This design comes from an exercise in tuning for small area and a short achievable clock period on the open sky130 flow, not from production work.
No run shown here included a check of the RTL's function; only the layout flow was run.
Power figures rest on the tool's default switching activity, not on a simulated workload.

===== design.v =====
module arb_a21o (input a1, a2, b1, output y);
    assign y = a1 & a2 | b1;
endmodule
module arb_a21oi (input a1, a2, b1, output y);
    assign y = ~(a1 & a2 | b1);
endmodule
module arb_a22oi (input a1, a2, b1, b2, output y);
    assign y = ~(a1 & a2 | b1 & b2);
endmodule
module arb_a32o (input a1, a2, a3, b1, b2, output y);
    assign y = a1 & a2 & a3 | b1 & b2;
endmodule
module arb_a41oi (input a1, a2, a3, a4, b1, output y);
    assign y = ~(a1 & a2 & a3 & a4 | b1);
endmodule
module arb_and2 (input a, b, output y);
    assign y = a & b;
endmodule
module arb_and3 (input a, b, c, output y);
    assign y = a & b & c;
endmodule
module arb_and3b (input an, b, c, output y);
    assign y = ~an & b & c;
endmodule
module arb_and4 (input a, b, c, d, output y);
    assign y = a & b & c & d;
endmodule
module arb_and4b (input an, b, c, d, output y);
    assign y = ~an & b & c & d;
endmodule
module arb_inv (input a, output y);
    assign y = ~a;
endmodule
module arb_nand2 (input a, b, output y);
    assign y = ~(a & b);
endmodule
module arb_nand2b (input an, b, output y);
    assign y = ~(~an & b);
endmodule
module arb_nand3 (input a, b, c, output y);
    assign y = ~(a & b & c);
endmodule
module arb_nand4 (input a, b, c, d, output y);
    assign y = ~(a & b & c & d);
endmodule
module arb_nand4b (input an, b, c, d, output y);
    assign y = ~(~an & b & c & d);
endmodule
module arb_nor2 (input a, b, output y);
    assign y = ~(a | b);
endmodule
module arb_nor2b (input a, bn, output y);
    assign y = ~a & bn;
endmodule
module arb_nor3 (input a, b, c, output y);
    assign y = ~(a | b | c);
endmodule
module arb_nor4 (input a, b, c, d, output y);
    assign y = ~(a | b | c | d);
endmodule
module arb_o21a (input a1, a2, b1, output y);
    assign y = (a1 | a2) & b1;
endmodule
module arb_o21ai (input a1, a2, b1, output y);
    assign y = ~((a1 | a2) & b1);
endmodule
module arb_or2 (input a, b, output y);
    assign y = a | b;
endmodule
module arb_or3 (input a, b, c, output y);
    assign y = a | b | c;
endmodule
module arbiter_rr #(
    parameter WIDTH = 64
)(
    input               clk,
    input               rst,
    input   [WIDTH-1:0] req,
    output  [WIDTH-1:0] grant
);
    reg  [5:0] k;
    wire [5:0] kn;
    wire a0;
    wire a1;
    wire a2;
    wire a3;
    wire a4;
    wire a5;
    wire a6;
    wire a7;
    wire cw1_a;
    wire cw1_b;
    wire cw2_a;
    wire cw2_b;
    wire cw3_a;
    wire cw3_b;
    wire cw4_a;
    wire cw4_b;
    wire cw5_a;
    wire cw5_b;
    wire cw6_a;
    wire cw6_b;
    wire cw7_a;
    wire cw7_b;
    wire eq0;
    wire eq1;
    wire eq2;
    wire eq3;
    wire eq4;
    wire eq5;
    wire eq6;
    wire eq7;
    wire gt2;
    wire gt3;
    wire gt5;
    wire gt6;
    wire gt7;
    wire hap;
    wire kk2;
    wire kk3;
    wire kk4;
    wire kk5;
    wire kk6;
    wire kk7;
    wire m12;
    wire m34;
    wire m56;
    wire na03;
    wire na47;
    wire nag1;
    wire nag2;
    wire nag3;
    wire nag4;
    wire nag5;
    wire nag6;
    wire nag7;
    wire nanyg;
    wire nanyg_n;
    wire nar;
    wire nkr0;
    wire nkr1;
    wire nkr2;
    wire npa1;
    wire npa2;
    wire npa3;
    wire npa4;
    wire npa5;
    wire npa6;
    wire npa7;
    wire npg3;
    wire npg4;
    wire npg5;
    wire npg6;
    wire npg7;
    wire nrw1;
    wire nrw2;
    wire nrw3;
    wire nrw4;
    wire nrw5;
    wire nrw6;
    wire nrw7;
    wire ntl1;
    wire ntl2;
    wire ntl3;
    wire ntl5;
    wire ntl6;
    wire ntl7;
    wire nu1;
    wire nu2;
    wire nu3;
    wire nu4;
    wire nu5;
    wire nu6;
    wire nu7;
    wire nz0;
    wire nz1;
    wire nz2;
    wire nz3;
    wire nz4;
    wire nz5;
    wire nz6;
    wire nz7;
    wire pa4;
    wire px1_0;
    wire px1_1;
    wire px1_2;
    wire px1_3;
    wire px2_0;
    wire px2_1;
    wire px2_2;
    wire px2_3;
    wire px3_0;
    wire px3_1;
    wire px3_2;
    wire px3_3;
    wire px4_0;
    wire px4_1;
    wire px4_2;
    wire px4_3;
    wire px5_0;
    wire px5_1;
    wire px5_2;
    wire px5_3;
    wire px6_0;
    wire px6_1;
    wire px6_2;
    wire px6_3;
    wire px7_0;
    wire px7_1;
    wire px7_2;
    wire px7_3;
    wire r0_n23;
    wire r0_n45;
    wire r0_n67;
    wire r0_nl1;
    wire r0_nl2;
    wire r0_nl3;
    wire r0_nl4;
    wire r0_nl5;
    wire r0_nl6;
    wire r0_nl7;
    wire r0_o4;
    wire r1_n23;
    wire r1_n45;
    wire r1_n67;
    wire r1_nl1;
    wire r1_nl2;
    wire r1_nl3;
    wire r1_nl4;
    wire r1_nl5;
    wire r1_nl6;
    wire r1_nl7;
    wire r1_o4;
    wire r2_n23;
    wire r2_n45;
    wire r2_n67;
    wire r2_nl1;
    wire r2_nl2;
    wire r2_nl3;
    wire r2_nl4;
    wire r2_nl5;
    wire r2_nl6;
    wire r2_nl7;
    wire r2_o4;
    wire r3_n23;
    wire r3_n45;
    wire r3_n67;
    wire r3_nl1;
    wire r3_nl2;
    wire r3_nl3;
    wire r3_nl4;
    wire r3_nl5;
    wire r3_nl6;
    wire r3_nl7;
    wire r3_o4;
    wire r4_n23;
    wire r4_n45;
    wire r4_n67;
    wire r4_nl1;
    wire r4_nl2;
    wire r4_nl3;
    wire r4_nl4;
    wire r4_nl5;
    wire r4_nl6;
    wire r4_nl7;
    wire r4_o4;
    wire r5_n23;
    wire r5_n45;
    wire r5_n67;
    wire r5_nl1;
    wire r5_nl2;
    wire r5_nl3;
    wire r5_nl4;
    wire r5_nl5;
    wire r5_nl6;
    wire r5_nl7;
    wire r5_o4;
    wire r6_n23;
    wire r6_n45;
    wire r6_n67;
    wire r6_nl1;
    wire r6_nl2;
    wire r6_nl3;
    wire r6_nl4;
    wire r6_nl5;
    wire r6_nl6;
    wire r6_nl7;
    wire r6_o4;
    wire r7_n23;
    wire r7_n45;
    wire r7_n67;
    wire r7_nl1;
    wire r7_nl2;
    wire r7_nl3;
    wire r7_nl4;
    wire r7_nl5;
    wire r7_nl6;
    wire r7_nl7;
    wire r7_o4;
    wire rh1;
    wire rh2;
    wire rh3;
    wire rh4;
    wire rh5;
    wire rh6;
    wire rh7;
    wire s12;
    wire s123;
    wire s1234;
    wire s34;
    wire s45;
    wire s456;
    wire s567;
    wire sp2;
    wire sp3;
    wire sp4;
    wire sp5;
    wire sp6;
    wire sp7;
    wire t23;
    wire wc0;
    wire wc0_a;
    wire wc0_b;
    wire wc1;
    wire wc1_a;
    wire wc1_b;
    wire wc2;
    wire wc2_a;
    wire wc2_b;
    wire wr0;
    wire wr1;
    wire wr2;
    arb_inv u1 (.a(k[3]), .y(nkr0));
    arb_inv u2 (.a(k[4]), .y(nkr1));
    arb_inv u3 (.a(k[5]), .y(nkr2));
    arb_nor3 u4 (.a(k[5]), .b(k[4]), .c(k[3]), .y(eq0));
    arb_nor3 u5 (.a(k[5]), .b(k[4]), .c(nkr0), .y(eq1));
    arb_nor3 u6 (.a(k[5]), .b(nkr1), .c(k[3]), .y(eq2));
    arb_nor3 u7 (.a(k[5]), .b(nkr1), .c(nkr0), .y(eq3));
    arb_nor3 u8 (.a(nkr2), .b(k[4]), .c(k[3]), .y(eq4));
    arb_nor3 u9 (.a(nkr2), .b(k[4]), .c(nkr0), .y(eq5));
    arb_nor3 u10 (.a(nkr2), .b(nkr1), .c(k[3]), .y(eq6));
    arb_nor3 u11 (.a(nkr2), .b(nkr1), .c(nkr0), .y(eq7));
    arb_nor2 u12 (.a(k[5]), .b(k[4]), .y(gt2));
    arb_a21oi u13 (.a1(k[4]), .a2(k[3]), .b1(k[5]), .y(gt3));
    arb_o21ai u14 (.a1(k[4]), .a2(k[3]), .b1(k[5]), .y(gt5));
    arb_nand2 u15 (.a(k[5]), .b(k[4]), .y(gt6));
    arb_nand3 u16 (.a(k[5]), .b(k[4]), .c(k[3]), .y(gt7));
    arb_or3 u17 (.a(k[2]), .b(k[1]), .c(k[0]), .y(ntl1));
    arb_or2 u18 (.a(k[2]), .b(k[1]), .y(ntl2));
    arb_a21o u19 (.a1(k[1]), .a2(k[0]), .b1(k[2]), .y(ntl3));
    arb_o21a u20 (.a1(k[1]), .a2(k[0]), .b1(k[2]), .y(ntl5));
    arb_and2 u21 (.a(k[2]), .b(k[1]), .y(ntl6));
    arb_and3 u22 (.a(k[2]), .b(k[1]), .c(k[0]), .y(ntl7));
    arb_inv u23 (.a(req[0]), .y(r0_nl1));
    arb_nor2 u24 (.a(req[0]), .b(req[1]), .y(r0_nl2));
    arb_nor3 u25 (.a(req[0]), .b(req[1]), .c(req[2]), .y(r0_nl3));
    arb_nor2 u26 (.a(req[2]), .b(req[3]), .y(r0_n23));
    arb_nand2 u27 (.a(r0_nl2), .b(r0_n23), .y(r0_o4));
    arb_inv u28 (.a(r0_o4), .y(r0_nl4));
    arb_nor2 u29 (.a(r0_o4), .b(req[4]), .y(r0_nl5));
    arb_nor3 u30 (.a(r0_o4), .b(req[4]), .c(req[5]), .y(r0_nl6));
    arb_nor4 u31 (.a(r0_o4), .b(req[4]), .c(req[5]), .d(req[6]), .y(r0_nl7));
    arb_nor2 u32 (.a(req[4]), .b(req[5]), .y(r0_n45));
    arb_nor2 u33 (.a(req[6]), .b(req[7]), .y(r0_n67));
    arb_nand4 u34 (.a(r0_nl2), .b(r0_n23), .c(r0_n45), .d(r0_n67), .y(a0));
    arb_inv u35 (.a(req[8]), .y(r1_nl1));
    arb_nor2 u36 (.a(req[8]), .b(req[9]), .y(r1_nl2));
    arb_nor3 u37 (.a(req[8]), .b(req[9]), .c(req[10]), .y(r1_nl3));
    arb_nor2 u38 (.a(req[10]), .b(req[11]), .y(r1_n23));
    arb_nand2 u39 (.a(r1_nl2), .b(r1_n23), .y(r1_o4));
    arb_inv u40 (.a(r1_o4), .y(r1_nl4));
    arb_nor2 u41 (.a(r1_o4), .b(req[12]), .y(r1_nl5));
    arb_nor3 u42 (.a(r1_o4), .b(req[12]), .c(req[13]), .y(r1_nl6));
    arb_nor4 u43 (.a(r1_o4), .b(req[12]), .c(req[13]), .d(req[14]), .y(r1_nl7));
    arb_nor2 u44 (.a(req[12]), .b(req[13]), .y(r1_n45));
    arb_nor2 u45 (.a(req[14]), .b(req[15]), .y(r1_n67));
    arb_nand4 u46 (.a(r1_nl2), .b(r1_n23), .c(r1_n45), .d(r1_n67), .y(a1));
    arb_inv u47 (.a(req[16]), .y(r2_nl1));
    arb_nor2 u48 (.a(req[16]), .b(req[17]), .y(r2_nl2));
    arb_nor3 u49 (.a(req[16]), .b(req[17]), .c(req[18]), .y(r2_nl3));
    arb_nor2 u50 (.a(req[18]), .b(req[19]), .y(r2_n23));
    arb_nand2 u51 (.a(r2_nl2), .b(r2_n23), .y(r2_o4));
    arb_inv u52 (.a(r2_o4), .y(r2_nl4));
    arb_nor2 u53 (.a(r2_o4), .b(req[20]), .y(r2_nl5));
    arb_nor3 u54 (.a(r2_o4), .b(req[20]), .c(req[21]), .y(r2_nl6));
    arb_nor4 u55 (.a(r2_o4), .b(req[20]), .c(req[21]), .d(req[22]), .y(r2_nl7));
    arb_nor2 u56 (.a(req[20]), .b(req[21]), .y(r2_n45));
    arb_nor2 u57 (.a(req[22]), .b(req[23]), .y(r2_n67));
    arb_nand4 u58 (.a(r2_nl2), .b(r2_n23), .c(r2_n45), .d(r2_n67), .y(a2));
    arb_inv u59 (.a(req[24]), .y(r3_nl1));
    arb_nor2 u60 (.a(req[24]), .b(req[25]), .y(r3_nl2));
    arb_nor3 u61 (.a(req[24]), .b(req[25]), .c(req[26]), .y(r3_nl3));
    arb_nor2 u62 (.a(req[26]), .b(req[27]), .y(r3_n23));
    arb_nand2 u63 (.a(r3_nl2), .b(r3_n23), .y(r3_o4));
    arb_inv u64 (.a(r3_o4), .y(r3_nl4));
    arb_nor2 u65 (.a(r3_o4), .b(req[28]), .y(r3_nl5));
    arb_nor3 u66 (.a(r3_o4), .b(req[28]), .c(req[29]), .y(r3_nl6));
    arb_nor4 u67 (.a(r3_o4), .b(req[28]), .c(req[29]), .d(req[30]), .y(r3_nl7));
    arb_nor2 u68 (.a(req[28]), .b(req[29]), .y(r3_n45));
    arb_nor2 u69 (.a(req[30]), .b(req[31]), .y(r3_n67));
    arb_nand4 u70 (.a(r3_nl2), .b(r3_n23), .c(r3_n45), .d(r3_n67), .y(a3));
    arb_inv u71 (.a(req[32]), .y(r4_nl1));
    arb_nor2 u72 (.a(req[32]), .b(req[33]), .y(r4_nl2));
    arb_nor3 u73 (.a(req[32]), .b(req[33]), .c(req[34]), .y(r4_nl3));
    arb_nor2 u74 (.a(req[34]), .b(req[35]), .y(r4_n23));
    arb_nand2 u75 (.a(r4_nl2), .b(r4_n23), .y(r4_o4));
    arb_inv u76 (.a(r4_o4), .y(r4_nl4));
    arb_nor2 u77 (.a(r4_o4), .b(req[36]), .y(r4_nl5));
    arb_nor3 u78 (.a(r4_o4), .b(req[36]), .c(req[37]), .y(r4_nl6));
    arb_nor4 u79 (.a(r4_o4), .b(req[36]), .c(req[37]), .d(req[38]), .y(r4_nl7));
    arb_nor2 u80 (.a(req[36]), .b(req[37]), .y(r4_n45));
    arb_nor2 u81 (.a(req[38]), .b(req[39]), .y(r4_n67));
    arb_nand4 u82 (.a(r4_nl2), .b(r4_n23), .c(r4_n45), .d(r4_n67), .y(a4));
    arb_inv u83 (.a(req[40]), .y(r5_nl1));
    arb_nor2 u84 (.a(req[40]), .b(req[41]), .y(r5_nl2));
    arb_nor3 u85 (.a(req[40]), .b(req[41]), .c(req[42]), .y(r5_nl3));
    arb_nor2 u86 (.a(req[42]), .b(req[43]), .y(r5_n23));
    arb_nand2 u87 (.a(r5_nl2), .b(r5_n23), .y(r5_o4));
    arb_inv u88 (.a(r5_o4), .y(r5_nl4));
    arb_nor2 u89 (.a(r5_o4), .b(req[44]), .y(r5_nl5));
    arb_nor3 u90 (.a(r5_o4), .b(req[44]), .c(req[45]), .y(r5_nl6));
    arb_nor4 u91 (.a(r5_o4), .b(req[44]), .c(req[45]), .d(req[46]), .y(r5_nl7));
    arb_nor2 u92 (.a(req[44]), .b(req[45]), .y(r5_n45));
    arb_nor2 u93 (.a(req[46]), .b(req[47]), .y(r5_n67));
    arb_nand4 u94 (.a(r5_nl2), .b(r5_n23), .c(r5_n45), .d(r5_n67), .y(a5));
    arb_inv u95 (.a(req[48]), .y(r6_nl1));
    arb_nor2 u96 (.a(req[48]), .b(req[49]), .y(r6_nl2));
    arb_nor3 u97 (.a(req[48]), .b(req[49]), .c(req[50]), .y(r6_nl3));
    arb_nor2 u98 (.a(req[50]), .b(req[51]), .y(r6_n23));
    arb_nand2 u99 (.a(r6_nl2), .b(r6_n23), .y(r6_o4));
    arb_inv u100 (.a(r6_o4), .y(r6_nl4));
    arb_nor2 u101 (.a(r6_o4), .b(req[52]), .y(r6_nl5));
    arb_nor3 u102 (.a(r6_o4), .b(req[52]), .c(req[53]), .y(r6_nl6));
    arb_nor4 u103 (.a(r6_o4), .b(req[52]), .c(req[53]), .d(req[54]), .y(r6_nl7));
    arb_nor2 u104 (.a(req[52]), .b(req[53]), .y(r6_n45));
    arb_nor2 u105 (.a(req[54]), .b(req[55]), .y(r6_n67));
    arb_nand4 u106 (.a(r6_nl2), .b(r6_n23), .c(r6_n45), .d(r6_n67), .y(a6));
    arb_inv u107 (.a(req[56]), .y(r7_nl1));
    arb_nor2 u108 (.a(req[56]), .b(req[57]), .y(r7_nl2));
    arb_nor3 u109 (.a(req[56]), .b(req[57]), .c(req[58]), .y(r7_nl3));
    arb_nor2 u110 (.a(req[58]), .b(req[59]), .y(r7_n23));
    arb_nand2 u111 (.a(r7_nl2), .b(r7_n23), .y(r7_o4));
    arb_inv u112 (.a(r7_o4), .y(r7_nl4));
    arb_nor2 u113 (.a(r7_o4), .b(req[60]), .y(r7_nl5));
    arb_nor3 u114 (.a(r7_o4), .b(req[60]), .c(req[61]), .y(r7_nl6));
    arb_nor4 u115 (.a(r7_o4), .b(req[60]), .c(req[61]), .d(req[62]), .y(r7_nl7));
    arb_nor2 u116 (.a(req[60]), .b(req[61]), .y(r7_n45));
    arb_nor2 u117 (.a(req[62]), .b(req[63]), .y(r7_n67));
    arb_nand4 u118 (.a(r7_nl2), .b(r7_n23), .c(r7_n45), .d(r7_n67), .y(a7));
    arb_a22oi u119 (.a1(eq0), .a2(req[1]), .b1(eq1), .b2(req[9]), .y(px1_0));
    arb_a22oi u120 (.a1(eq2), .a2(req[17]), .b1(eq3), .b2(req[25]), .y(px1_1));
    arb_a22oi u121 (.a1(eq4), .a2(req[33]), .b1(eq5), .b2(req[41]), .y(px1_2));
    arb_a22oi u122 (.a1(eq6), .a2(req[49]), .b1(eq7), .b2(req[57]), .y(px1_3));
    arb_a41oi u123 (.a1(px1_0), .a2(px1_1), .a3(px1_2), .a4(px1_3), .b1(ntl1), .y(rh1));
    arb_a22oi u124 (.a1(eq0), .a2(req[2]), .b1(eq1), .b2(req[10]), .y(px2_0));
    arb_a22oi u125 (.a1(eq2), .a2(req[18]), .b1(eq3), .b2(req[26]), .y(px2_1));
    arb_a22oi u126 (.a1(eq4), .a2(req[34]), .b1(eq5), .b2(req[42]), .y(px2_2));
    arb_a22oi u127 (.a1(eq6), .a2(req[50]), .b1(eq7), .b2(req[58]), .y(px2_3));
    arb_a41oi u128 (.a1(px2_0), .a2(px2_1), .a3(px2_2), .a4(px2_3), .b1(ntl2), .y(rh2));
    arb_a22oi u129 (.a1(eq0), .a2(req[3]), .b1(eq1), .b2(req[11]), .y(px3_0));
    arb_a22oi u130 (.a1(eq2), .a2(req[19]), .b1(eq3), .b2(req[27]), .y(px3_1));
    arb_a22oi u131 (.a1(eq4), .a2(req[35]), .b1(eq5), .b2(req[43]), .y(px3_2));
    arb_a22oi u132 (.a1(eq6), .a2(req[51]), .b1(eq7), .b2(req[59]), .y(px3_3));
    arb_a41oi u133 (.a1(px3_0), .a2(px3_1), .a3(px3_2), .a4(px3_3), .b1(ntl3), .y(rh3));
    arb_a22oi u134 (.a1(eq0), .a2(req[4]), .b1(eq1), .b2(req[12]), .y(px4_0));
    arb_a22oi u135 (.a1(eq2), .a2(req[20]), .b1(eq3), .b2(req[28]), .y(px4_1));
    arb_a22oi u136 (.a1(eq4), .a2(req[36]), .b1(eq5), .b2(req[44]), .y(px4_2));
    arb_a22oi u137 (.a1(eq6), .a2(req[52]), .b1(eq7), .b2(req[60]), .y(px4_3));
    arb_a41oi u138 (.a1(px4_0), .a2(px4_1), .a3(px4_2), .a4(px4_3), .b1(k[2]), .y(rh4));
    arb_a22oi u139 (.a1(eq0), .a2(req[5]), .b1(eq1), .b2(req[13]), .y(px5_0));
    arb_a22oi u140 (.a1(eq2), .a2(req[21]), .b1(eq3), .b2(req[29]), .y(px5_1));
    arb_a22oi u141 (.a1(eq4), .a2(req[37]), .b1(eq5), .b2(req[45]), .y(px5_2));
    arb_a22oi u142 (.a1(eq6), .a2(req[53]), .b1(eq7), .b2(req[61]), .y(px5_3));
    arb_a41oi u143 (.a1(px5_0), .a2(px5_1), .a3(px5_2), .a4(px5_3), .b1(ntl5), .y(rh5));
    arb_a22oi u144 (.a1(eq0), .a2(req[6]), .b1(eq1), .b2(req[14]), .y(px6_0));
    arb_a22oi u145 (.a1(eq2), .a2(req[22]), .b1(eq3), .b2(req[30]), .y(px6_1));
    arb_a22oi u146 (.a1(eq4), .a2(req[38]), .b1(eq5), .b2(req[46]), .y(px6_2));
    arb_a22oi u147 (.a1(eq6), .a2(req[54]), .b1(eq7), .b2(req[62]), .y(px6_3));
    arb_a41oi u148 (.a1(px6_0), .a2(px6_1), .a3(px6_2), .a4(px6_3), .b1(ntl6), .y(rh6));
    arb_a22oi u149 (.a1(eq0), .a2(req[7]), .b1(eq1), .b2(req[15]), .y(px7_0));
    arb_a22oi u150 (.a1(eq2), .a2(req[23]), .b1(eq3), .b2(req[31]), .y(px7_1));
    arb_a22oi u151 (.a1(eq4), .a2(req[39]), .b1(eq5), .b2(req[47]), .y(px7_2));
    arb_a22oi u152 (.a1(eq6), .a2(req[55]), .b1(eq7), .b2(req[63]), .y(px7_3));
    arb_a41oi u153 (.a1(px7_0), .a2(px7_1), .a3(px7_2), .a4(px7_3), .b1(ntl7), .y(rh7));
    arb_nor2 u154 (.a(rh1), .b(rh2), .y(m12));
    arb_nor2 u155 (.a(rh3), .b(rh4), .y(m34));
    arb_nor2 u156 (.a(rh5), .b(rh6), .y(m56));
    arb_nor2b u157 (.a(rh1), .bn(rh2), .y(sp2));
    arb_and2 u158 (.a(rh3), .b(m12), .y(sp3));
    arb_and3b u159 (.an(rh3), .b(rh4), .c(m12), .y(sp4));
    arb_and3 u160 (.a(rh5), .b(m12), .c(m34), .y(sp5));
    arb_and4b u161 (.an(rh5), .b(rh6), .c(m12), .d(m34), .y(sp6));
    arb_and4 u162 (.a(rh7), .b(m12), .c(m34), .d(m56), .y(sp7));
    arb_nand4b u163 (.an(rh7), .b(m12), .c(m34), .d(m56), .y(hap));
    arb_nand2 u164 (.a(a1), .b(eq0), .y(nag1));
    arb_nand2 u165 (.a(a2), .b(gt2), .y(nag2));
    arb_nand2 u166 (.a(a3), .b(gt3), .y(nag3));
    arb_nand2 u167 (.a(a4), .b(nkr2), .y(nag4));
    arb_nand2 u168 (.a(a5), .b(gt5), .y(nag5));
    arb_nand2 u169 (.a(a6), .b(gt6), .y(nag6));
    arb_nand2 u170 (.a(a7), .b(gt7), .y(nag7));
    arb_nand2 u171 (.a(nag1), .b(nag2), .y(s12));
    arb_nand3 u172 (.a(nag1), .b(nag2), .c(nag3), .y(s123));
    arb_nand2 u173 (.a(nag3), .b(nag4), .y(s34));
    arb_nand2 u174 (.a(nag4), .b(nag5), .y(s45));
    arb_nand3 u175 (.a(nag4), .b(nag5), .c(nag6), .y(s456));
    arb_nand4 u176 (.a(nag1), .b(nag2), .c(nag3), .d(nag4), .y(s1234));
    arb_nand3 u177 (.a(nag5), .b(nag6), .c(nag7), .y(s567));
    arb_inv u178 (.a(s12), .y(npg3));
    arb_inv u179 (.a(s123), .y(npg4));
    arb_nor2 u180 (.a(s12), .b(s34), .y(npg5));
    arb_nor2 u181 (.a(s123), .b(s45), .y(npg6));
    arb_nor2 u182 (.a(s123), .b(s456), .y(npg7));
    arb_nor2 u183 (.a(s1234), .b(s567), .y(nanyg));
    arb_inv u184 (.a(a0), .y(npa1));
    arb_nor2 u185 (.a(a0), .b(a1), .y(npa2));
    arb_nor3 u186 (.a(a0), .b(a1), .c(a2), .y(npa3));
    arb_nor2 u187 (.a(a2), .b(a3), .y(t23));
    arb_nand2 u188 (.a(npa2), .b(t23), .y(pa4));
    arb_inv u189 (.a(pa4), .y(npa4));
    arb_nor2 u190 (.a(pa4), .b(a4), .y(npa5));
    arb_nor3 u191 (.a(pa4), .b(a4), .c(a5), .y(npa6));
    arb_nor4 u192 (.a(pa4), .b(a4), .c(a5), .d(a6), .y(npa7));
    arb_nor2 u193 (.a(hap), .b(nanyg_n), .y(nz0));
    arb_inv u194 (.a(nanyg), .y(nanyg_n));
    arb_a21oi u195 (.a1(nanyg), .a2(npa1), .b1(eq0), .y(nu1));
    arb_nor2 u196 (.a(hap), .b(nu1), .y(nz1));
    arb_a21oi u197 (.a1(nanyg), .a2(npa2), .b1(gt2), .y(nu2));
    arb_nand2b u198 (.an(nu2), .b(nag1), .y(kk2));
    arb_nor2 u199 (.a(hap), .b(kk2), .y(nz2));
    arb_a21oi u200 (.a1(nanyg), .a2(npa3), .b1(gt3), .y(nu3));
    arb_nand2b u201 (.an(nu3), .b(npg3), .y(kk3));
    arb_nor2 u202 (.a(hap), .b(kk3), .y(nz3));
    arb_a21oi u203 (.a1(nanyg), .a2(npa4), .b1(nkr2), .y(nu4));
    arb_nand2b u204 (.an(nu4), .b(npg4), .y(kk4));
    arb_nor2 u205 (.a(hap), .b(kk4), .y(nz4));
    arb_a21oi u206 (.a1(nanyg), .a2(npa5), .b1(gt5), .y(nu5));
    arb_nand2b u207 (.an(nu5), .b(npg5), .y(kk5));
    arb_nor2 u208 (.a(hap), .b(kk5), .y(nz5));
    arb_a21oi u209 (.a1(nanyg), .a2(npa6), .b1(gt6), .y(nu6));
    arb_nand2b u210 (.an(nu6), .b(npg6), .y(kk6));
    arb_nor2 u211 (.a(hap), .b(kk6), .y(nz6));
    arb_a21oi u212 (.a1(nanyg), .a2(npa7), .b1(gt7), .y(nu7));
    arb_nand2b u213 (.an(nu7), .b(npg7), .y(kk7));
    arb_nor2 u214 (.a(hap), .b(kk7), .y(nz7));
    arb_and2 u215 (.a(req[0]), .b(nz0), .y(grant[0]));
    arb_a32o u216 (.a1(req[1]), .a2(r0_nl1), .a3(nz0), .b1(eq0), .b2(rh1), .y(grant[1]));
    arb_a32o u217 (.a1(req[2]), .a2(r0_nl2), .a3(nz0), .b1(eq0), .b2(sp2), .y(grant[2]));
    arb_a32o u218 (.a1(req[3]), .a2(r0_nl3), .a3(nz0), .b1(eq0), .b2(sp3), .y(grant[3]));
    arb_a32o u219 (.a1(req[4]), .a2(r0_nl4), .a3(nz0), .b1(eq0), .b2(sp4), .y(grant[4]));
    arb_a32o u220 (.a1(req[5]), .a2(r0_nl5), .a3(nz0), .b1(eq0), .b2(sp5), .y(grant[5]));
    arb_a32o u221 (.a1(req[6]), .a2(r0_nl6), .a3(nz0), .b1(eq0), .b2(sp6), .y(grant[6]));
    arb_a32o u222 (.a1(req[7]), .a2(r0_nl7), .a3(nz0), .b1(eq0), .b2(sp7), .y(grant[7]));
    arb_and2 u223 (.a(req[8]), .b(nz1), .y(grant[8]));
    arb_a32o u224 (.a1(req[9]), .a2(r1_nl1), .a3(nz1), .b1(eq1), .b2(rh1), .y(grant[9]));
    arb_a32o u225 (.a1(req[10]), .a2(r1_nl2), .a3(nz1), .b1(eq1), .b2(sp2), .y(grant[10]));
    arb_a32o u226 (.a1(req[11]), .a2(r1_nl3), .a3(nz1), .b1(eq1), .b2(sp3), .y(grant[11]));
    arb_a32o u227 (.a1(req[12]), .a2(r1_nl4), .a3(nz1), .b1(eq1), .b2(sp4), .y(grant[12]));
    arb_a32o u228 (.a1(req[13]), .a2(r1_nl5), .a3(nz1), .b1(eq1), .b2(sp5), .y(grant[13]));
    arb_a32o u229 (.a1(req[14]), .a2(r1_nl6), .a3(nz1), .b1(eq1), .b2(sp6), .y(grant[14]));
    arb_a32o u230 (.a1(req[15]), .a2(r1_nl7), .a3(nz1), .b1(eq1), .b2(sp7), .y(grant[15]));
    arb_and2 u231 (.a(req[16]), .b(nz2), .y(grant[16]));
    arb_a32o u232 (.a1(req[17]), .a2(r2_nl1), .a3(nz2), .b1(eq2), .b2(rh1), .y(grant[17]));
    arb_a32o u233 (.a1(req[18]), .a2(r2_nl2), .a3(nz2), .b1(eq2), .b2(sp2), .y(grant[18]));
    arb_a32o u234 (.a1(req[19]), .a2(r2_nl3), .a3(nz2), .b1(eq2), .b2(sp3), .y(grant[19]));
    arb_a32o u235 (.a1(req[20]), .a2(r2_nl4), .a3(nz2), .b1(eq2), .b2(sp4), .y(grant[20]));
    arb_a32o u236 (.a1(req[21]), .a2(r2_nl5), .a3(nz2), .b1(eq2), .b2(sp5), .y(grant[21]));
    arb_a32o u237 (.a1(req[22]), .a2(r2_nl6), .a3(nz2), .b1(eq2), .b2(sp6), .y(grant[22]));
    arb_a32o u238 (.a1(req[23]), .a2(r2_nl7), .a3(nz2), .b1(eq2), .b2(sp7), .y(grant[23]));
    arb_and2 u239 (.a(req[24]), .b(nz3), .y(grant[24]));
    arb_a32o u240 (.a1(req[25]), .a2(r3_nl1), .a3(nz3), .b1(eq3), .b2(rh1), .y(grant[25]));
    arb_a32o u241 (.a1(req[26]), .a2(r3_nl2), .a3(nz3), .b1(eq3), .b2(sp2), .y(grant[26]));
    arb_a32o u242 (.a1(req[27]), .a2(r3_nl3), .a3(nz3), .b1(eq3), .b2(sp3), .y(grant[27]));
    arb_a32o u243 (.a1(req[28]), .a2(r3_nl4), .a3(nz3), .b1(eq3), .b2(sp4), .y(grant[28]));
    arb_a32o u244 (.a1(req[29]), .a2(r3_nl5), .a3(nz3), .b1(eq3), .b2(sp5), .y(grant[29]));
    arb_a32o u245 (.a1(req[30]), .a2(r3_nl6), .a3(nz3), .b1(eq3), .b2(sp6), .y(grant[30]));
    arb_a32o u246 (.a1(req[31]), .a2(r3_nl7), .a3(nz3), .b1(eq3), .b2(sp7), .y(grant[31]));
    arb_and2 u247 (.a(req[32]), .b(nz4), .y(grant[32]));
    arb_a32o u248 (.a1(req[33]), .a2(r4_nl1), .a3(nz4), .b1(eq4), .b2(rh1), .y(grant[33]));
    arb_a32o u249 (.a1(req[34]), .a2(r4_nl2), .a3(nz4), .b1(eq4), .b2(sp2), .y(grant[34]));
    arb_a32o u250 (.a1(req[35]), .a2(r4_nl3), .a3(nz4), .b1(eq4), .b2(sp3), .y(grant[35]));
    arb_a32o u251 (.a1(req[36]), .a2(r4_nl4), .a3(nz4), .b1(eq4), .b2(sp4), .y(grant[36]));
    arb_a32o u252 (.a1(req[37]), .a2(r4_nl5), .a3(nz4), .b1(eq4), .b2(sp5), .y(grant[37]));
    arb_a32o u253 (.a1(req[38]), .a2(r4_nl6), .a3(nz4), .b1(eq4), .b2(sp6), .y(grant[38]));
    arb_a32o u254 (.a1(req[39]), .a2(r4_nl7), .a3(nz4), .b1(eq4), .b2(sp7), .y(grant[39]));
    arb_and2 u255 (.a(req[40]), .b(nz5), .y(grant[40]));
    arb_a32o u256 (.a1(req[41]), .a2(r5_nl1), .a3(nz5), .b1(eq5), .b2(rh1), .y(grant[41]));
    arb_a32o u257 (.a1(req[42]), .a2(r5_nl2), .a3(nz5), .b1(eq5), .b2(sp2), .y(grant[42]));
    arb_a32o u258 (.a1(req[43]), .a2(r5_nl3), .a3(nz5), .b1(eq5), .b2(sp3), .y(grant[43]));
    arb_a32o u259 (.a1(req[44]), .a2(r5_nl4), .a3(nz5), .b1(eq5), .b2(sp4), .y(grant[44]));
    arb_a32o u260 (.a1(req[45]), .a2(r5_nl5), .a3(nz5), .b1(eq5), .b2(sp5), .y(grant[45]));
    arb_a32o u261 (.a1(req[46]), .a2(r5_nl6), .a3(nz5), .b1(eq5), .b2(sp6), .y(grant[46]));
    arb_a32o u262 (.a1(req[47]), .a2(r5_nl7), .a3(nz5), .b1(eq5), .b2(sp7), .y(grant[47]));
    arb_and2 u263 (.a(req[48]), .b(nz6), .y(grant[48]));
    arb_a32o u264 (.a1(req[49]), .a2(r6_nl1), .a3(nz6), .b1(eq6), .b2(rh1), .y(grant[49]));
    arb_a32o u265 (.a1(req[50]), .a2(r6_nl2), .a3(nz6), .b1(eq6), .b2(sp2), .y(grant[50]));
    arb_a32o u266 (.a1(req[51]), .a2(r6_nl3), .a3(nz6), .b1(eq6), .b2(sp3), .y(grant[51]));
    arb_a32o u267 (.a1(req[52]), .a2(r6_nl4), .a3(nz6), .b1(eq6), .b2(sp4), .y(grant[52]));
    arb_a32o u268 (.a1(req[53]), .a2(r6_nl5), .a3(nz6), .b1(eq6), .b2(sp5), .y(grant[53]));
    arb_a32o u269 (.a1(req[54]), .a2(r6_nl6), .a3(nz6), .b1(eq6), .b2(sp6), .y(grant[54]));
    arb_a32o u270 (.a1(req[55]), .a2(r6_nl7), .a3(nz6), .b1(eq6), .b2(sp7), .y(grant[55]));
    arb_and2 u271 (.a(req[56]), .b(nz7), .y(grant[56]));
    arb_a32o u272 (.a1(req[57]), .a2(r7_nl1), .a3(nz7), .b1(eq7), .b2(rh1), .y(grant[57]));
    arb_a32o u273 (.a1(req[58]), .a2(r7_nl2), .a3(nz7), .b1(eq7), .b2(sp2), .y(grant[58]));
    arb_a32o u274 (.a1(req[59]), .a2(r7_nl3), .a3(nz7), .b1(eq7), .b2(sp3), .y(grant[59]));
    arb_a32o u275 (.a1(req[60]), .a2(r7_nl4), .a3(nz7), .b1(eq7), .b2(sp4), .y(grant[60]));
    arb_a32o u276 (.a1(req[61]), .a2(r7_nl5), .a3(nz7), .b1(eq7), .b2(sp5), .y(grant[61]));
    arb_a32o u277 (.a1(req[62]), .a2(r7_nl6), .a3(nz7), .b1(eq7), .b2(sp6), .y(grant[62]));
    arb_a32o u278 (.a1(req[63]), .a2(r7_nl7), .a3(nz7), .b1(eq7), .b2(sp7), .y(grant[63]));
    arb_a22oi u279 (.a1(a1), .a2(nz1), .b1(eq1), .b2(hap), .y(nrw1));
    arb_a22oi u280 (.a1(a2), .a2(nz2), .b1(eq2), .b2(hap), .y(nrw2));
    arb_a22oi u281 (.a1(a3), .a2(nz3), .b1(eq3), .b2(hap), .y(nrw3));
    arb_a22oi u282 (.a1(a4), .a2(nz4), .b1(eq4), .b2(hap), .y(nrw4));
    arb_a22oi u283 (.a1(a5), .a2(nz5), .b1(eq5), .b2(hap), .y(nrw5));
    arb_a22oi u284 (.a1(a6), .a2(nz6), .b1(eq6), .b2(hap), .y(nrw6));
    arb_a22oi u285 (.a1(a7), .a2(nz7), .b1(eq7), .b2(hap), .y(nrw7));
    arb_nand4 u286 (.a(nrw1), .b(nrw3), .c(nrw5), .d(nrw7), .y(wr0));
    arb_nand4 u287 (.a(nrw2), .b(nrw3), .c(nrw6), .d(nrw7), .y(wr1));
    arb_nand4 u288 (.a(nrw4), .b(nrw5), .c(nrw6), .d(nrw7), .y(wr2));
    arb_nor4 u289 (.a(grant[1]), .b(grant[9]), .c(grant[17]), .d(grant[25]), .y(cw1_a));
    arb_nor4 u290 (.a(grant[33]), .b(grant[41]), .c(grant[49]), .d(grant[57]), .y(cw1_b));
    arb_nor4 u291 (.a(grant[2]), .b(grant[10]), .c(grant[18]), .d(grant[26]), .y(cw2_a));
    arb_nor4 u292 (.a(grant[34]), .b(grant[42]), .c(grant[50]), .d(grant[58]), .y(cw2_b));
    arb_nor4 u293 (.a(grant[3]), .b(grant[11]), .c(grant[19]), .d(grant[27]), .y(cw3_a));
    arb_nor4 u294 (.a(grant[35]), .b(grant[43]), .c(grant[51]), .d(grant[59]), .y(cw3_b));
    arb_nor4 u295 (.a(grant[4]), .b(grant[12]), .c(grant[20]), .d(grant[28]), .y(cw4_a));
    arb_nor4 u296 (.a(grant[36]), .b(grant[44]), .c(grant[52]), .d(grant[60]), .y(cw4_b));
    arb_nor4 u297 (.a(grant[5]), .b(grant[13]), .c(grant[21]), .d(grant[29]), .y(cw5_a));
    arb_nor4 u298 (.a(grant[37]), .b(grant[45]), .c(grant[53]), .d(grant[61]), .y(cw5_b));
    arb_nor4 u299 (.a(grant[6]), .b(grant[14]), .c(grant[22]), .d(grant[30]), .y(cw6_a));
    arb_nor4 u300 (.a(grant[38]), .b(grant[46]), .c(grant[54]), .d(grant[62]), .y(cw6_b));
    arb_nor4 u301 (.a(grant[7]), .b(grant[15]), .c(grant[23]), .d(grant[31]), .y(cw7_a));
    arb_nor4 u302 (.a(grant[39]), .b(grant[47]), .c(grant[55]), .d(grant[63]), .y(cw7_b));
    arb_nand4 u303 (.a(cw1_a), .b(cw1_b), .c(cw3_a), .d(cw3_b), .y(wc0_a));
    arb_nand4 u304 (.a(cw5_a), .b(cw5_b), .c(cw7_a), .d(cw7_b), .y(wc0_b));
    arb_or2 u305 (.a(wc0_a), .b(wc0_b), .y(wc0));
    arb_nand4 u306 (.a(cw2_a), .b(cw2_b), .c(cw3_a), .d(cw3_b), .y(wc1_a));
    arb_nand4 u307 (.a(cw6_a), .b(cw6_b), .c(cw7_a), .d(cw7_b), .y(wc1_b));
    arb_or2 u308 (.a(wc1_a), .b(wc1_b), .y(wc1));
    arb_nand4 u309 (.a(cw4_a), .b(cw4_b), .c(cw5_a), .d(cw5_b), .y(wc2_a));
    arb_nand4 u310 (.a(cw6_a), .b(cw6_b), .c(cw7_a), .d(cw7_b), .y(wc2_b));
    arb_or2 u311 (.a(wc2_a), .b(wc2_b), .y(wc2));
    arb_nor4 u312 (.a(a0), .b(a1), .c(a2), .d(a3), .y(na03));
    arb_nor4 u313 (.a(a4), .b(a5), .c(a6), .d(a7), .y(na47));
    arb_and2 u314 (.a(na03), .b(na47), .y(nar));
    arb_a21o u315 (.a1(nar), .a2(k[0]), .b1(wc0), .y(kn[0]));
    arb_a21o u316 (.a1(nar), .a2(k[3]), .b1(wr0), .y(kn[3]));
    arb_a21o u317 (.a1(nar), .a2(k[1]), .b1(wc1), .y(kn[1]));
    arb_a21o u318 (.a1(nar), .a2(k[4]), .b1(wr1), .y(kn[4]));
    arb_a21o u319 (.a1(nar), .a2(k[2]), .b1(wc2), .y(kn[2]));
    arb_a21o u320 (.a1(nar), .a2(k[5]), .b1(wr2), .y(kn[5]));
    always @(posedge clk or negedge rst) begin
        if (!rst)
            k <= 6'd63;
        else
            k <= kn;
    end
endmodule

===== flow/run.sh =====
#!/bin/bash
# The standard layout, with two changes: the port buffers are the smallest
# buffer (buf_1) instead of the default, and after floorplan every logic
# cell is set to its smallest drive strength (flow/downsize.tcl).
set -euo pipefail
here=$(pwd)
export BUFFER_PORTS_ARGS="-buffer_cell sky130_fd_sc_hd__buf_1"
export POST_FLOORPLAN_TCL="$here/flow/downsize.tcl"
bash standard.sh > "$here/flow_standard.log" 2>&1

===== flow/downsize.tcl =====
# Hook run after floorplan: set every logic cell to its smallest drive
# strength. Synthesis maps each gate on its own and picks stronger cells
# than the loads need; the later repair steps upsize what timing needs.
set db [ord::get_db]
set n 0
foreach inst [[ord::get_db_block] getInsts] {
  set name [[$inst getMaster] getName]
  if {[regexp {^(sky130_fd_sc_hd__[a-z0-9]+)_([0-9]+)$} $name -> base size] && $size > 1} {
    set small [$db findMaster ${base}_1]
    if {$small ne "NULL"} {
      $inst swapMaster $small
      incr n
    }
  }
}
puts "downsize: $n cells set to drive strength 1"

===== standard.sh =====
#!/bin/bash
# synth_recipe.tcl (not shown) runs the flow's synth.tcl, then flattens the netlist and writes it again
# the make line also repeats each setting of config.mk as NAME=value (left out here)
make -C /OpenROAD-flow-scripts/flow DESIGN_CONFIG=/design/flow/config.mk WORK_HOME=/design/flow/orfs CLKGATE_MAP_FILE= SYNTH_SCRIPT=/design/flow/synth_recipe.tcl "${@:-finish}"

===== config.mk =====
export PLATFORM = sky130hd
export DESIGN_NAME = arbiter_rr
export DESIGN_NICKNAME = arbiter_rr
export VERILOG_FILES = /design/flow/design.v
export SDC_FILE = /design/flow/constraint.sdc
export NUM_CORES = 4
export LEC_CHECK = 0
export CAP_MARGIN = 20
export CORE_MARGIN = 2
export CORE_UTILIZATION = 40
export SETUP_SLACK_MARGIN = 0.3
export SLEW_MARGIN = 20
export SYNTH_HIERARCHICAL = 1
export SYNTH_MINIMUM_KEEP_SIZE = 0

===== constraint.sdc =====
create_clock -name core_clock -period 6.5 [get_ports {clk}]
set_input_delay 1.3000 -clock core_clock [delete_from_list [all_inputs] [get_ports {clk}]]
set_output_delay 1.3000 -clock core_clock [all_outputs]
set_load 0.01 [all_outputs]

==> qor.yml, run 1 <==
run_status:
  status: "timing/DRC/antenna clean"
final_layout:
  drive_above_1_share_pct: 2.57
  reg.largest.list: "k (6)"
  top_register: "k"
  antennaDiodeCount: 0
  final_cells: 544
  largest_reg_flops: 6
  final_cell_mix: "buf_1, nor2_1, a32o_1"
  fin_nets: 535
  finish.utilization_pct: 44.1
  area_growth_pct: 5.10
  layout_commonest_cell: "buf_1"
detailed_routing:
  route.detailed.drc: 0
  routedWlPerCell_um: 20.3
  drt_first_iter_violations: 320
  dr.pass1.iters: 7
  routed_wl_um: 11100
  avgViaCountPerCell: 6.77
  antenna_left: 0
  vias: 3681
sta:
  period_minus_slack_ps: 5470
  worstMarginPinSlew_ps: 813
  fin_crit_sh_pct: 84.1
  finalClockSkew_ps: 3.36
  rsz0062_at_grt: "false"
  setup_viol: 0
  drv_slew: 0
  hold_viol_final: 0
  tns_ps: 0
  max_slew_margin_pct: 45.3
  fmax_mhz: 183
  hold_slack_ps: 607
die:
  dieArea_um2: 7420
  fp.dieW_um: 86.1
  die_h_um: 86.1
  initial_core_util_pct: 42.0
  coreArea_um2: 6420
  ioPinCount: 130
  rows: 29
power:
  p_sw_mw: 0.533
  p_per_area_nw_per_um2: 318
  p_int_mw: 0.368
  seq_power_share_pct: 11.7
  ir_drop_v: 0.000115
  power.share.clock_pct: 6.0
  pwr-share-comb_pct: 82.3
  switching_share_pct: 59.2
  p_leak_nw: 1.00
setup_path:
  worstSetupPathType: "in2out"
  cp.arrival_ps: 4170
  r2r_slack_ps: 1960
  start_kind: "primary input"
  endpoint_kind: "output port"
  worstPathCellList: "buf_1, nor2_1, nand4_1, nand2_1, nand4_1, nor2_1, a21oi_1, nand2b_1, nor2_1, a32o_1, buf_1"
  critPathBufInv: 2
  crit_path_max_fanout: 9
  crit_slowest_cell: "nor2_1"
  path_delay_family: "simple AND/OR/NAND/NOR gates"
  crit_top_cell: "nor2_1"
  max_stage_delay_ps: 610
  cp.required_ps: 5200
global_routing:
  grt_pass1_wl_um: 16700
  grt_overflow: 0
  grt_pass1_vias: 3346
  grt_use_total_pct: 27.9
  grt_max_degree: 17
  antenna_found_initial: 0
placed_design:
  io_buffers: 129
  place_inst: 541
  place_hpwl_um: 8750
  place_congestion: 0.927
synthesis:
  synthesis.nets: 392
  synth_area_um2: 2700
  yosysUniqueCellTypes: 25
  synth-seq-cells: 6
  netlist.area_leader.share_pct: 20.8
  seq_area_frac_synth_pct: 5.84
  synth_area_leader_cell: "a32o_1"
  yosysWarningCount: 7
  synthTopCellsByArea: "a32o_1, a22oi_2, nor4_2, nor3_2, nor2_1"
  synthCells: 326
  syn_avg_cell_area_um2: 8.27
clocking:
  numCtsBuffers: 3
  clk_pin_slew_worst_paths_ps: 30
  cts_tree: "done"
  cts_root_buf: "clkbuf_8"
  cts_setup_buffers: 0
  clkSinkCount: 6
  htreeDepth: 1
  clk_latency_ps: 220
  clk_path_buf_depth: 2
  post_cts_resize_count: 0
  hold_buffers: 0
flow_run:
  maxCapViolations: 0
hold_path:
  min_path_type: "reg2reg"
-- area by class of cell --
type	instances	area [µm²]
clock buffer	3	41.3
fill	729	3590
inverter	24	90.1
sequential	6	158
multi-input combinational	296	1900
tap	77	96.3
timing repair buffer	138	552
-- stage by stage --
stage	cell area [µm²]	power [mW]	worst slack [ps]
floorplan	2700	0.680	1770
global route	2840	0.958	815
detailed placement	2790	0.815	1210
CTS	2840	0.873	1200
finish	2840	0.900	1030
global placement	2790	0.814	1200
-- power groups by stage --
stage	clock [mW]	sequential, mW	combinational [mW]
detailed placement	0	0.105	0.711
global route	0.0600	0.110	0.788
finish	0.0539	0.105	0.741
CTS	0.0556	0.104	0.713
global placement	0	0.104	0.709
floorplan	0	0.105	0.575
-- worst reg2reg max path, delay by kind of cell, from the launching register on --
kind	cells	cell delay (ps)
and+or+nand+nor	7	2330
buffers and inverters	2	440
DFF	1	710
AOI/OAI and AO/OA	4	980
-- logic make-up after synthesis --
logic type	share of synthesized area, %
DFF	5.84
buffers and inverters	3.34
and+or+nand+nor	44.6
AOI/OAI and AO/OA	46.2
-- layer usage --
metal	share of wire, %	global-route usage (%)	up-vias
met3	13	6.06	20
li1	-	-	1647
met5	0	0	-
met2	45	46.2	290
met4	1.2	6.35	0
met1	41	36.9	1724
-- per-module statistics from Yosys, one instance, submodules excluded, excerpt --
module / cell area, µm² / flip-flops and latches / copies in the design
arb_a21oi: 8.76 / 0 / 8
arb_and4: 8.76 / 0 / 1
arb_inv: 3.75 / 0 / 24
arb_nand3: 5.00 / 0 / 4
arb_nand4: 6.26 / 0 / 18
arb_o21a: 7.51 / 0 / 1
arb_or2: 6.26 / 0 / 4
arbiter_rr: 158 / 6 / 1
-- Yosys cell counts --
master	count
and2_1	11
nand2_1	20
a21o_1	7
nor4_2	25
nor2b_4	1
a22oi_2	35
nand4b_1	1
o21ai_1	1
dfstp_2	6
inv_1	24
nor3_2	26
a21oi_2	8
a41oi_2	7
nand3_1	4
and3_1	2
nand4_1	18
and4b_1	1
nor2_1	59
or2_1	4
or3_1	1
and3b_1	1
o21a_1	1
nand2b_1	6
a32o_1	56
and4_1	1
-- worst paths after layout --
path,startpoint,end,depth (start not counted)
max in group asynchronous,rst,k[0],1
max,req[33],grant[39],11
min,k[0],k[0],1
min in group asynchronous,rst,k[4],1
max reg2reg,k[5],k[0],13
min reg2reg,k[0],k[0],1
==> run 2: changes to the inputs <==
--- a/config.mk
+++ b/config.mk
@@ -10,3 +10,3 @@
 export CORE_UTILIZATION = 40
-export SETUP_SLACK_MARGIN = 0.3
+export SETUP_SLACK_MARGIN = 2.0
 export SLEW_MARGIN = 20
==> run 2 against run 1 <==
  * Routed wire length up 16%
  * Final area is 33% higher
  * Clock skew shrank 2.1 ps
  * Total power is 28% higher
  * Sequential power about the same
  * Sequential share of layout area shrank 1.4 points
  * Register-to-register slack improved by 460 ps
  * Clock-buffer cell count did not move
  * Die area did not move
  * Via count is 8.8% higher
  * Largest power group unchanged
  * Highest routed layer unchanged
==> qor.yml, run 2 <==
global_routing:
  antenna_found_initial: 0
  grt_max_degree: 17
  grt_pass1_vias: 3303
  grt_pass1_wl_um: 17200
  grt_overflow: 0
  grt_use_total_pct: 28.7
sta:
  setup_slack_ps: 1930
  rsz0062_at_grt: "true"
  hold_viol_final: 0
  fmax_mhz: 219
  fin_crit_sh_pct: 70.3
  worstMarginPinSlew_ps: 824
  setup_viol: 0
  tns_ps: 0
  finalClockSkew_ps: 1.28
  drv_slew: 0
  max_slew_margin_pct: 44.9
  period_minus_slack_ps: 4570
  hold_slack_ps: 583
clocking:
  numCtsBuffers: 3
  htreeDepth: 1
  clk_pin_slew_worst_paths_ps: 30
  clk_path_buf_depth: 2
  clkSinkCount: 6
  clk_latency_ps: 220
  hold_buffers: 0
  cts_root_buf: "clkbuf_8"
  cts_tree: "done"
power:
  power.share.clock_pct: 4.7
  pwr-share-comb_pct: 86.1
  p_leak_nw: 1.77
  p_per_area_nw_per_um2: 306
  p_int_mw: 0.491
  switching_share_pct: 57.4
  seq_power_share_pct: 9.3
  ir_drop_v: 0.000197
  p_sw_mw: 0.661
synthesis:
  synth-seq-cells: 6
  async_reset_ff_share_pct: 100
  synth_area_leader_cell: "a32o_1"
  netlist.area_leader.share_pct: 20.8
  synthTopCellsByArea: "a32o_1, a22oi_2, nor4_2, nor3_2, nor2_1"
  synth_area_um2: 2700
  synth.most_common_cell: "nor2_1"
  yosysWarningCount: 7
  synth_flop_cell: "dfstp_2"
  synth-edff-count: 0
  synthCells: 326
  synth_commonest_cells: "nor2_1, a32o_1, a22oi_2"
  syn_avg_cell_area_um2: 8.27
  seq_area_frac_synth_pct: 5.84
  synthesis.nets: 392
  yosysUniqueCellTypes: 25
detailed_routing:
  dr.pass1.iters: 5
  antenna_left: 0
  vias: 4004
  avgViaCountPerCell: 6.75
  route.detailed.drc: 0
  drt_first_iter_violations: 414
  routedWlPerCell_um: 21.6
  routed_wl_um: 12800
final_layout:
  area_growth_pct: 39.7
  fin_nets: 584
  fillers: 632
  largest_reg_flops: 6
  antennaDiodeCount: 0
  reg.largest.list: "k (6)"
  top_register: "k"
  layout_commonest_cell: "buf_1"
  final_cell_mix: "buf_1, buf_4, a32o_2"
  final_cells: 593
  drive_above_1_share_pct: 43.0
flow_run:
  maxCapViolations: 0
placed_design:
  dpl_worst_slack_ps: 1190
  io_buffers: 129
  place_inst: 541
  place_congestion: 0.976
  place_hpwl_um: 8730
hold_path:
  min_path_type: "reg2reg"
die:
  coreArea_um2: 6420
  initial_core_util_pct: 42.0
  rows: 29
  die_h_um: 86.1
  dieArea_um2: 7420
  ioPinCount: 130
  fp.dieW_um: 86.1
setup_path:
  start_kind: "primary input"
  cp.required_ps: 5200
  cp.arrival_ps: 3270
  endpoint_kind: "output port"
  crit_path_max_fanout: 7
  worstSetupPathType: "in2out"
run_status:
  status: "timing/DRC/antenna clean"
run 2: cell types whose count changed in the layout (fill, tap and decap cells not counted), sizes merged:
cell    before  now
nor2        59   66
clkbuf       3   42
buf        138  141
run 2: layout make-up:
type / count / area [µm²] / area share [%]
inverter: 24 / 90.1 / 2.39
timing repair buffer: 180 / 1100 / 29.3
multi-input combinational: 303 / 2280 / 60.5
sequential: 6 / 158 / 4.18
clock buffer: 3 / 41.3 / 1.10
tap: 77 / 96.3 / 2.56
run 2: logic make-up after synthesis:
kind of cell    synth area share [%]
compound gates                  46.2
buf+inv                         3.34
simple gates                    44.6
flops                           5.84
run 2: power groups by stage:
stage	Sequential (mW)	Clock [mW]	Combinational, mW
after detailed placement	0.104	0	0.713
after CTS	0.103	0.0564	0.770
after global placement	0.104	0	0.708
after global routing	0.110	0.0595	1.03
final	0.107	0.0539	0.991
after floorplan	0.111	0	0.588
run 2: per-stage QoR:
stage / utilization (%) / power (mW) / instance area, µm²
finish: 58.7 / 1.15 / 3770
global route: 58.7 / 1.20 / 3770
CTS: 47.0 / 0.930 / 3020
detailed placement: 43.5 / 0.817 / 2790
global placement: 43.5 / 0.812 / 2790
floorplan: - / 0.699 / 2740
run 2: worst paths after layout:
kind	start	endpoint	slack, ps	depth (start not counted)
max	req[28]	grant[27]	1930	11
min	k[5]	k[5]	580	1
max reg2reg	k[5]	k[0]	2420	15
min reg2reg	k[5]	k[5]	580	1
max in group asynchronous	rst	k[4]	5290	1
min in group asynchronous	rst	k[2]	1190	1
run 2: modules after synthesis, one instance, submodules excluded, a selection:
module	cells	flip-flops and latches
arb_a41oi	1	0
arb_nor2b	1	0
arb_a22oi	1	0
arb_nor4	1	0
arb_a32o	1	0
arb_nand4b	1	0
arb_and4	1	0
arb_a21oi	1	0
arb_o21a	1	0
arb_and2	1	0
run 2: repair_timing:
item,4_1_cts,5_1_grt
pin swaps,14,67
cloned,2,5
endpoints found under the setup margin,64,64
buffers inserted,12,30
endpoints found under the hold margin,0,0
gates resized for setup,23,240
run 2: per-layer routing:
metal  vias up  global-route usage (%)  part of all wire, %
li1       1753                       -                    -
met1      1848                    39.9                   39
met2       352                    47.2                   46
met3        51                    4.52                   13
met4         0                    5.05                  2.6
met5         -                       0                    0
run 2: critical path, cell delays in order:
cell      delay [ps]
clkbuf_4         150
nor2_4           110
nand4_1          220
nand2_1          190
nand4_1          160
nor2_4           250
a21oi_1          100
nand2b_4         180
nor2_4           190
a32o_2           250
clkbuf_2         150
==> run 3: changes to the inputs <==
==> flow/run.sh (replaced) <==
#!/bin/bash
# The standard layout, with three changes: the port buffers are the
# smallest buffer (buf_1) instead of the default; after floorplan every
# logic cell is set to its smallest drive strength (flow/downsize.tcl);
# after placement the cells on the critical paths are sized up again
# (flow/size.tcl).
set -euo pipefail
here=$(pwd)
export BUFFER_PORTS_ARGS="-buffer_cell sky130_fd_sc_hd__buf_1"
export POST_FLOORPLAN_TCL="$here/flow/downsize.tcl"
export POST_RESIZE_TCL="$here/flow/size.tcl"
bash standard.sh > "$here/flow_standard.log" 2>&1
==> flow/downsize.tcl (replaced) <==
# Hook run after floorplan: set every logic cell to its smallest drive
# strength where that is smaller. Synthesis maps each gate on its own and
# picks stronger cells than the loads need; flow/size.tcl then upsizes
# the cells that timing needs, once the cells are placed.
set db [ord::get_db]
set n 0
foreach inst [[ord::get_db_block] getInsts] {
  set master [$inst getMaster]
  set name [$master getName]
  if {[regexp {^(sky130_fd_sc_hd__[a-z0-9]+)_([0-9]+)$} $name -> base size] && $size > 1} {
    set small [$db findMaster ${base}_1]
    if {$small ne "NULL"
        && [$small getWidth] * [$small getHeight] < [$master getWidth] * [$master getHeight]} {
      $inst swapMaster $small
      incr n
    }
  }
}
puts "downsize: $n cells set to drive strength 1"
==> flow/size.tcl (new file) <==
# Hook run after placement and its design repair: size cells up (no new
# buffers) on the paths that limit the clock period.
log_cmd repair_timing -setup -setup_margin 1.5 -sequence "sizeup,swap" -skip_last_gasp -verbose
--- a/config.mk
+++ b/config.mk
@@ -10,3 +10,3 @@
 export CORE_UTILIZATION = 40
-export SETUP_SLACK_MARGIN = 2.0
+export SETUP_SLACK_MARGIN = 0.3
 export SLEW_MARGIN = 20
==> run 3 against run 2 <==
  * Still clean on timing, DRC and antenna
  * Core utilization down 14 points
  * First-iteration DRC count down 24%
  * Area after synthesis unchanged
  * Die area unchanged
  * Sequential power up 6%
  * Maximum frequency down 14%
  * Total power down 20%
  * Clock power about the same
  * Sequential share of layout area up 1.3 points
  * Sequential cell count unchanged
  * Clock skew up 0.94 ps
  * Critical path type unchanged
  * Critical endpoint is now grant[60]
  * Highest routed layer unchanged
==> qor.yml, run 3 <==
setup_path:
  cp.required_ps: 5200
  cp.arrival_ps: 4000
  r2r_slack_ps: 1970
  r2r_start: "k[5]"
  start_kind: "primary input"
  crit_path_max_fanout: 15
  endpoint: "grant[60]"
  endpoint_kind: "output port"
  reg2regPathDepth: 13
  reg2reg_to: "k[0]"
  worstSetupPathType: "in2out"
  startpoint: "req[50]"
placed_design:
  io_buffers: 129
  place_congestion: 0.964
  place_area_um2: 2840
  place_hpwl_um: 8660
die:
  dieArea_um2: 7420
  ioPinCount: 130
  initial_core_util_pct: 42.0
  die_h_um: 86.1
  fp.dieW_um: 86.1
  rows: 29
  coreArea_um2: 6420
clocking:
  clk_pin_slew_worst_paths_ps: 30
  cts_setup_buffers: 0
  hold_buffers: 0
  numCtsBuffers: 3
  clkSinkCount: 6
  clk_latency_ps: 220
  cts_root_buf: "clkbuf_8"
  clk_path_buf_depth: 2
  cts_tree: "done"
  htreeDepth: 1
  post_cts_resize_count: 0
power:
  power.share.clock_pct: 5.8
  switching_share_pct: 58.9
  seq_power_share_pct: 12.2
  ir_drop_v: 0.000160
  p_per_area_nw_per_um2: 320
  pwr-share-comb_pct: 82.0
  p_sw_mw: 0.545
  p_leak_nw: 1.00
  p_int_mw: 0.380
  p_total_mw: 0.924
synthesis:
  async_reset_ff_share_pct: 100
  synth_area_um2: 2700
  synth_area_leader_cell: "a32o_1"
  yosysWarningCount: 7
  synth_commonest_cells: "nor2_1, a32o_1, a22oi_2"
  synthCells: 326
  syn_avg_cell_area_um2: 8.27
  synthTopCellsByArea: "a32o_1, a22oi_2, nor4_2, nor3_2, nor2_1"
  synth-seq-cells: 6
  synth-edff-count: 0
  netlist.area_leader.share_pct: 20.8
  yosysUniqueCellTypes: 25
  synth_flop_cell: "dfstp_2"
  synthesis.nets: 392
  seq_area_frac_synth_pct: 5.84
  synth.most_common_cell: "nor2_1"
final_layout:
  top_register: "k"
  reg.largest.list: "k (6)"
  fin_nets: 535
  drive_above_1_share_pct: 6.64
  area_growth_pct: 6.96
  layout_commonest_cell: "buf_1"
  finish.utilization_pct: 44.9
  fillers: 705
  fin_area_um2: 2890
  final_cell_mix: "buf_1, a32o_1, nor2_1"
  largest_reg_flops: 6
  antennaDiodeCount: 0
sta:
  fin_crit_sh_pct: 81.5
  finalClockSkew_ps: 2.22
  worstMarginPinSlew_ps: 860
  tns_ps: 0
  hold_viol_final: 0
  period_minus_slack_ps: 5300
  drv_slew: 0
  fmax_mhz: 189
  hold_slack_ps: 560
  max_slew_margin_pct: 42.4
  rsz0062_at_grt: "false"
  setup_viol: 0
global_routing:
  grt_max_degree: 17
  grt_pass1_wl_um: 16200
  antenna_found_initial: 0
  grt_pass1_vias: 3104
  grt_use_total_pct: 27.3
  grt_overflow: 0
hold_path:
  min_path_type: "reg2reg"
detailed_routing:
  vias: 3633
  routedWlPerCell_um: 19.9
  dr.pass1.iters: 5
  routed_wl_um: 10800
  avgViaCountPerCell: 6.68
  antenna_left: 0
  drt_first_iter_violations: 313
  route.detailed.drc: 0
flow_run:
  maxCapViolations: 0
run_status:
  status: "timing/DRC/antenna clean"
==> run 3: modules after synthesis (local to each module, per instance), a selection <==
module | flops+latches | cell area [µm²] | copies in the design | cells inside
arb_nand4 | 0 | 6.26 | 18 | 1
arb_nor2 | 0 | 3.75 | 59 | 1
arb_a41oi | 0 | 16.3 | 7 | 1
arbiter_rr | 6 | 158 | 1 | 6
arb_a21o | 0 | 7.51 | 7 | 1
arb_a21oi | 0 | 8.76 | 8 | 1
arb_a22oi | 0 | 12.5 | 35 | 1
arb_and3 | 0 | 6.26 | 2 | 1
arb_inv | 0 | 3.75 | 24 | 1
arb_nor2b | 0 | 13.8 | 1 | 1
arb_and4b | 0 | 10.0 | 1 | 1
arb_o21a | 0 | 7.51 | 1 | 1
arb_a32o | 0 | 10.0 | 56 | 1
arb_o21ai | 0 | 5.00 | 1 | 1
arb_nand3 | 0 | 5.00 | 4 | 1
arb_or2 | 0 | 6.26 | 4 | 1
==> run 3: power groups by stage <==
| stage | sequential [mW] | combinational, mW | clock [mW] |
|---|---|---|---|
| finish | 0.113 | 0.757 | 0.0539 |
| global placement | 0.111 | 0.708 | 0 |
| floorplan | 0.105 | 0.575 | 0 |
| CTS | 0.111 | 0.735 | 0.0553 |
| detailed placement | 0.112 | 0.732 | 0 |
| global route | 0.116 | 0.814 | 0.0593 |
==> run 3: through the flow <==
| stage | setup slack (ps) | cells |
|---|---|---|
| after floorplan | 1770 | 326 |
| after global placement | 1260 | 541 |
| after detailed placement | 1360 | 541 |
| after CTS | 1350 | 544 |
| after global routing | 1060 | 544 |
| final | 1200 | 544 |
==> run 3: final cells by class <==
| type | count | area, µm² | area share, % |
|---|---|---|---|
| multi-input combinational | 296 | 1950 | 67.5 |
| clock buffer | 3 | 41.3 | 1.43 |
| timing repair buffer | 138 | 552 | 19.1 |
| sequential | 6 | 158 | 5.46 |
| inverter | 24 | 90.1 | 3.12 |
| tap | 77 | 96.3 | 3.34 |
==> run 3: worst min-delay path by stage <==
stage	startpoint	to	slack [ps]	cells past startpoint
floorplan	k[0]	k[0]	510	1
global placement	k[1]	k[1]	560	1
detailed placement	k[0]	k[0]	550	1
CTS	k[0]	k[0]	560	1
global route	k[0]	k[0]	570	1
finish	k[0]	k[0]	560	1
==> run 3: per-layer routing <==
metal  wire length, µm  track usage (%)  part of all wire [%]  vias up
li1                  -                -                     -     1654
met1              4590             38.6                    42     1667
met2              4760             43.2                    44      296
met3              1360             4.81                    13       16
met4               120             5.77                   1.1        0
met5                 0                0                     0        -
==> run 3: kinds of logic after synthesis <==
logic type / share of synthesized area, %
compound gates: 46.2
buf+inv: 3.34
flops: 5.84
simple gates: 44.6
==> run 3: worst max-delay path: stages <==
cell and delay (ps):
buf_1 120, a22oi_1 290, a41oi_1 200, nor2_2 230, nand4b_1 710, nor2_2 660
a32o_1 310, buf_1 170

==> static timing again, ports no longer ideal <==
How much do the figures lean on ideal ports? The routed layouts below were timed once more, with nothing changed but the port constraints. Step 1, drivers: a clkbuf_16 drives clk and a buf_2 each remaining input, both assumed. Step 2 adds t to the input delays and takes it off the output delays; t is the mean of the earliest and latest rising clock arrival at the registers after step 1. Input paths then give back, and output paths get back, about the clock's delay inside the block. Slacks: ideal / step 1 / step 2; pairs: ideal / step 1.
| run | shift t [ns] | setup WS [ns] | slew at the worst register clock pin (ns) |
|---|---|---|---|
| run 1 | 0.236 | 1.034 / 1.013 / 1.013 | 0.04 / 0.04 |
| run 2 | 0.234 | 1.932 / 1.907 / 1.907 | 0.03 / 0.03 |
| run 3 | 0.235 | 1.203 / 1.181 / 1.181 | 0.04 / 0.04 |
After both steps every run listed still meets setup and hold. The setup slack of run 2, which loses most, moves by -0.025 ns with the drivers and by -0.025 ns with both steps.
